Context: an optimization exercise on an open-source flow, tuned for small area. The choices shown serve that exercise and are no tape-out recipe. Function was checked by simulation only, so behaviour that the tests miss may differ from the original. Power is estimated from default activity; no workload was simulated.

## ChordMachine2
module ChordMachine2 (
	input         CLOCK_50,
	input         reset,
	input  [3:0]  KEY,
	input  [9:0]  SW,
	input  [17:0] keyBus,
	output [31:0] mix_out,
	output [5:0]  LEDR
);
	localparam integer clock = 50000000;
	localparam [20:0] C3  = clock/131;
	localparam [20:0] Eb3 = clock/156;
	localparam [20:0] F3  = clock/175;
	localparam [20:0] G3  = clock/196;
	localparam [20:0] C5  = clock/523;
	localparam [20:0] Eb5 = clock/622;
	localparam [20:0] F5  = clock/698;
	localparam [20:0] Gb5 = clock/740;
	localparam [20:0] G5  = clock/784;
	localparam [20:0] Bb5 = clock/932;
	localparam [20:0] C6  = clock/1047;
	localparam [20:0] Eb6 = clock/1244;
	localparam [20:0] F6  = clock/1397;
	wire squareEn = SW[9];
	wire triEn    = SW[8];
	wire sawEn    = SW[7];
	wire phaseEn  = SW[6];
	wire loopEn   = SW[5];
	reg sawEn_d, sawPEn_d, triEn_d, triPEn_d;
	always @(posedge CLOCK_50) begin
		if (reset) begin
			sawEn_d <= 1'b0; sawPEn_d <= 1'b0; triEn_d <= 1'b0; triPEn_d <= 1'b0;
		end else begin
			sawEn_d <= sawEn; sawPEn_d <= sawEn & phaseEn;
			triEn_d <= triEn; triPEn_d <= triEn & phaseEn;
		end
	end
	wire sqPEn = squareEn & phaseEn;
	reg rst_d;
	always @(posedge CLOCK_50) rst_d <= reset;
	wire rstSaw = reset | rst_d;
	wire [3:0] finalOutBus;
	wire [31:0] v0, v1, v2, v3, v0k, v1k, v2k, v3k, v4k, v5k, v6k, v7k, v8k;
  ...
clock: 20.0 ns
lec_check: 0
cap_margin: 20
core_margin: 2
core_utilization: 70
cts_buf_list: sky130_fd_sc_hd__clkbuf_16 sky130_fd_sc_hd__clkbuf_8
cts_cluster_diameter: 100
cts_cluster_size: 20
place_density: 0.78
slew_margin: 20
run.sh (not shown) runs the stock make flow with config.mk's settings and CLKGATE_MAP_FILE= SYNTH_SCRIPT=/design/flow/synth_recipe.tcl, a recipe that flattens the netlist after the stock synthesis.
Change:
Settings changed: CORE_UTILIZATION 70 to 80, PLACE_DENSITY 0.78 to 0.86.
After rerunning: First-iteration DRC count climbs by well over a third. Clock skew shrinks by 6.2 ps. Routed wire length increases slightly. Total power shrinks slightly. Global-route usage rises by 6.1 points. Register-to-register slack barely changes. Clock-buffer cell count goes down by 4. Core utilization is higher by 10 points.

========
## the reference run
ChordMachine2, a different RTL version from the one above (not shown whole).
For scale: ~8,000 cells after synthesis, roughly 1,400 flip-flops, roughly 72 I/O pins, roughly 78,000 um2 of cells after synthesis.
Settings: LEC_CHECK=0, CAP_MARGIN=5, CORE_MARGIN=2, CORE_UTILIZATION=80, CTS_BUF_LIST=sky130_fd_sc_hd__clkbuf_16 sky130_fd_sc_hd__clkbuf_8, CTS_CLUSTER_DIAMETER=100, CTS_CLUSTER_SIZE=24, GPL_TIMING_DRIVEN=0, PLACE_DENSITY=0.86, SLEW_MARGIN=5; clock period 20.0 ns.
standard.sh (not shown) runs the stock make flow with config.mk's settings and CLKGATE_MAP_FILE= SYNTH_SCRIPT=/design/flow/synth_recipe.tcl, a recipe that flattens the netlist after the stock synthesis.
==> flow/flow/run.sh <==
#!/bin/bash
# Layout: the standard ORFS flow (standard.sh) with these changes:
#  - the ports are buffered with sky130_fd_sc_hd__buf_1 cells (repair_design
#    resizes them where needed) instead of the default port buffer;
#  - clock tree synthesis inserts no dummy loads;
#  - after global route, gates on paths with positive slack are downsized.
# The full make output goes to standard.log; ORFS keeps each step's log
# under orfs/logs/.
set -euo pipefail
bash standard.sh \
  REMOVE_ABC_BUFFERS=1 \
  RECOVER_POWER=100 \
  "BUFFER_PORTS_ARGS=-buffer_cell sky130_fd_sc_hd__buf_1" \
  "CTS_ARGS=-sink_clustering_enable -repair_clock_nets -sink_clustering_size 24 -sink_clustering_max_diameter 100 -buf_list {sky130_fd_sc_hd__clkbuf_16 sky130_fd_sc_hd__clkbuf_8} -dont_use_dummy_load" \
  finish > standard.log 2>&1
The flow for the reference run finished, though final verification flagged capacitance limit, slew limit.
--- input diff the reference run..the trial run ---
# the reference run
export LEC_CHECK = 0
export CAP_MARGIN = 5
export CORE_MARGIN = 2
export CORE_UTILIZATION = 80
export CTS_BUF_LIST = sky130_fd_sc_hd__clkbuf_16 sky130_fd_sc_hd__clkbuf_8
export CTS_CLUSTER_DIAMETER = 100
export CTS_CLUSTER_SIZE = 24
export GPL_TIMING_DRIVEN = 0
export PLACE_DENSITY = 0.86
export SLEW_MARGIN = 5
create_clock -name core_clock -period 20.0 [get_ports {CLOCK_50}]
# the trial run
export LEC_CHECK = 0
export CAP_MARGIN = 20
export CORE_MARGIN = 2
export CORE_UTILIZATION = 80
export CTS_BUF_LIST = sky130_fd_sc_hd__clkbuf_16 sky130_fd_sc_hd__clkbuf_8
export CTS_CLUSTER_DIAMETER = 100
export CTS_CLUSTER_SIZE = 20
export PLACE_DENSITY = 0.86
export SLEW_MARGIN = 20
create_clock -name core_clock -period 20.0 [get_ports {CLOCK_50}]
==> flow/flow/run.sh <==
#!/bin/bash
# Layout: the standard ORFS flow (standard.sh) with two changes:
#  - the ports are buffered with sky130_fd_sc_hd__buf_1 cells (repair_design
#    resizes them where needed) instead of the default port buffer;
#  - clock tree synthesis inserts no dummy loads.
# The full make output goes to standard.log; ORFS keeps each step's log
# under orfs/logs/.
set -euo pipefail
bash standard.sh \
  "BUFFER_PORTS_ARGS=-buffer_cell sky130_fd_sc_hd__buf_1" \
  "CTS_ARGS=-sink_clustering_enable -repair_clock_nets -sink_clustering_size 20 -sink_clustering_max_diameter 100 -buf_list {sky130_fd_sc_hd__clkbuf_16 sky130_fd_sc_hd__clkbuf_8} -dont_use_dummy_load" \
  finish > standard.log 2>&1
==> results.txt <==
Every stage of the flow completed for the trial run, and the final layout passed the timing, design-rule and antenna checks.
Compare the trial run and the reference run | clock skew higher: the trial run
Between the trial run and the reference run, the relative area of non-clock buffer cells in the final design is lower for the reference run.
Setup slack: the trial run more than the reference run
Cell count: the trial run higher than the reference run
[the trial run vs the reference run] number of buffers outside the clock class in the layout: higher in the trial run
As far as total power is concerned, the reference run and the trial run perform about the same.
Going from the reference run to the trial run, combinational power moved down, placed wire-length estimate went up, layout overhead on the synthesized area saw an increase.
Relative to the reference run, the trial run improves register-to-register path setup slack.

## static timing again, ports no longer ideal
The flow's constraints put no driver on any port. The routed layouts listed below were extracted and timed again, unchanged, in two steps. Step 1 (the two cells are an assumption about what drives the block):
set clk [get_ports {CLOCK_50}]
set_driving_cell -lib_cell sky130_fd_sc_hd__clkbuf_16 $clk
set_driving_cell -lib_cell sky130_fd_sc_hd__buf_2 [delete_from_list [all_inputs] $clk]
Step 2 also shifts input and output timing later by t, the mid clock arrival at the registers, as if the neighbouring blocks saw the same clock. a / b / c = no drivers / after step 1 / after step 2; a / b = the first two.
run | shift t [ns] | slack for setup (ns) | worst hold slack (ns) | worst setup path after step 2
the first run of note 1 | 0.776 | 2.678 / 2.651 / 2.651 | 0.444 / 0.444 / 0.444 | input to output
the second run of note 1 | 0.782 | 2.859 / 2.829 / 2.829 | 0.444 / 0.444 / 0.444 | input to output
the reference run | 0.755 | 2.551 / 2.528 / 2.528 | 0.437 / 0.437 / 0.437 | input to output
the trial run | 0.763 | 3.385 / 3.359 / 3.359 | 0.426 / 0.426 / 0.426 | input to output
The setup slack of the second run of note 1, which loses most, moves by -0.030 ns with the drivers and by -0.030 ns with both steps.
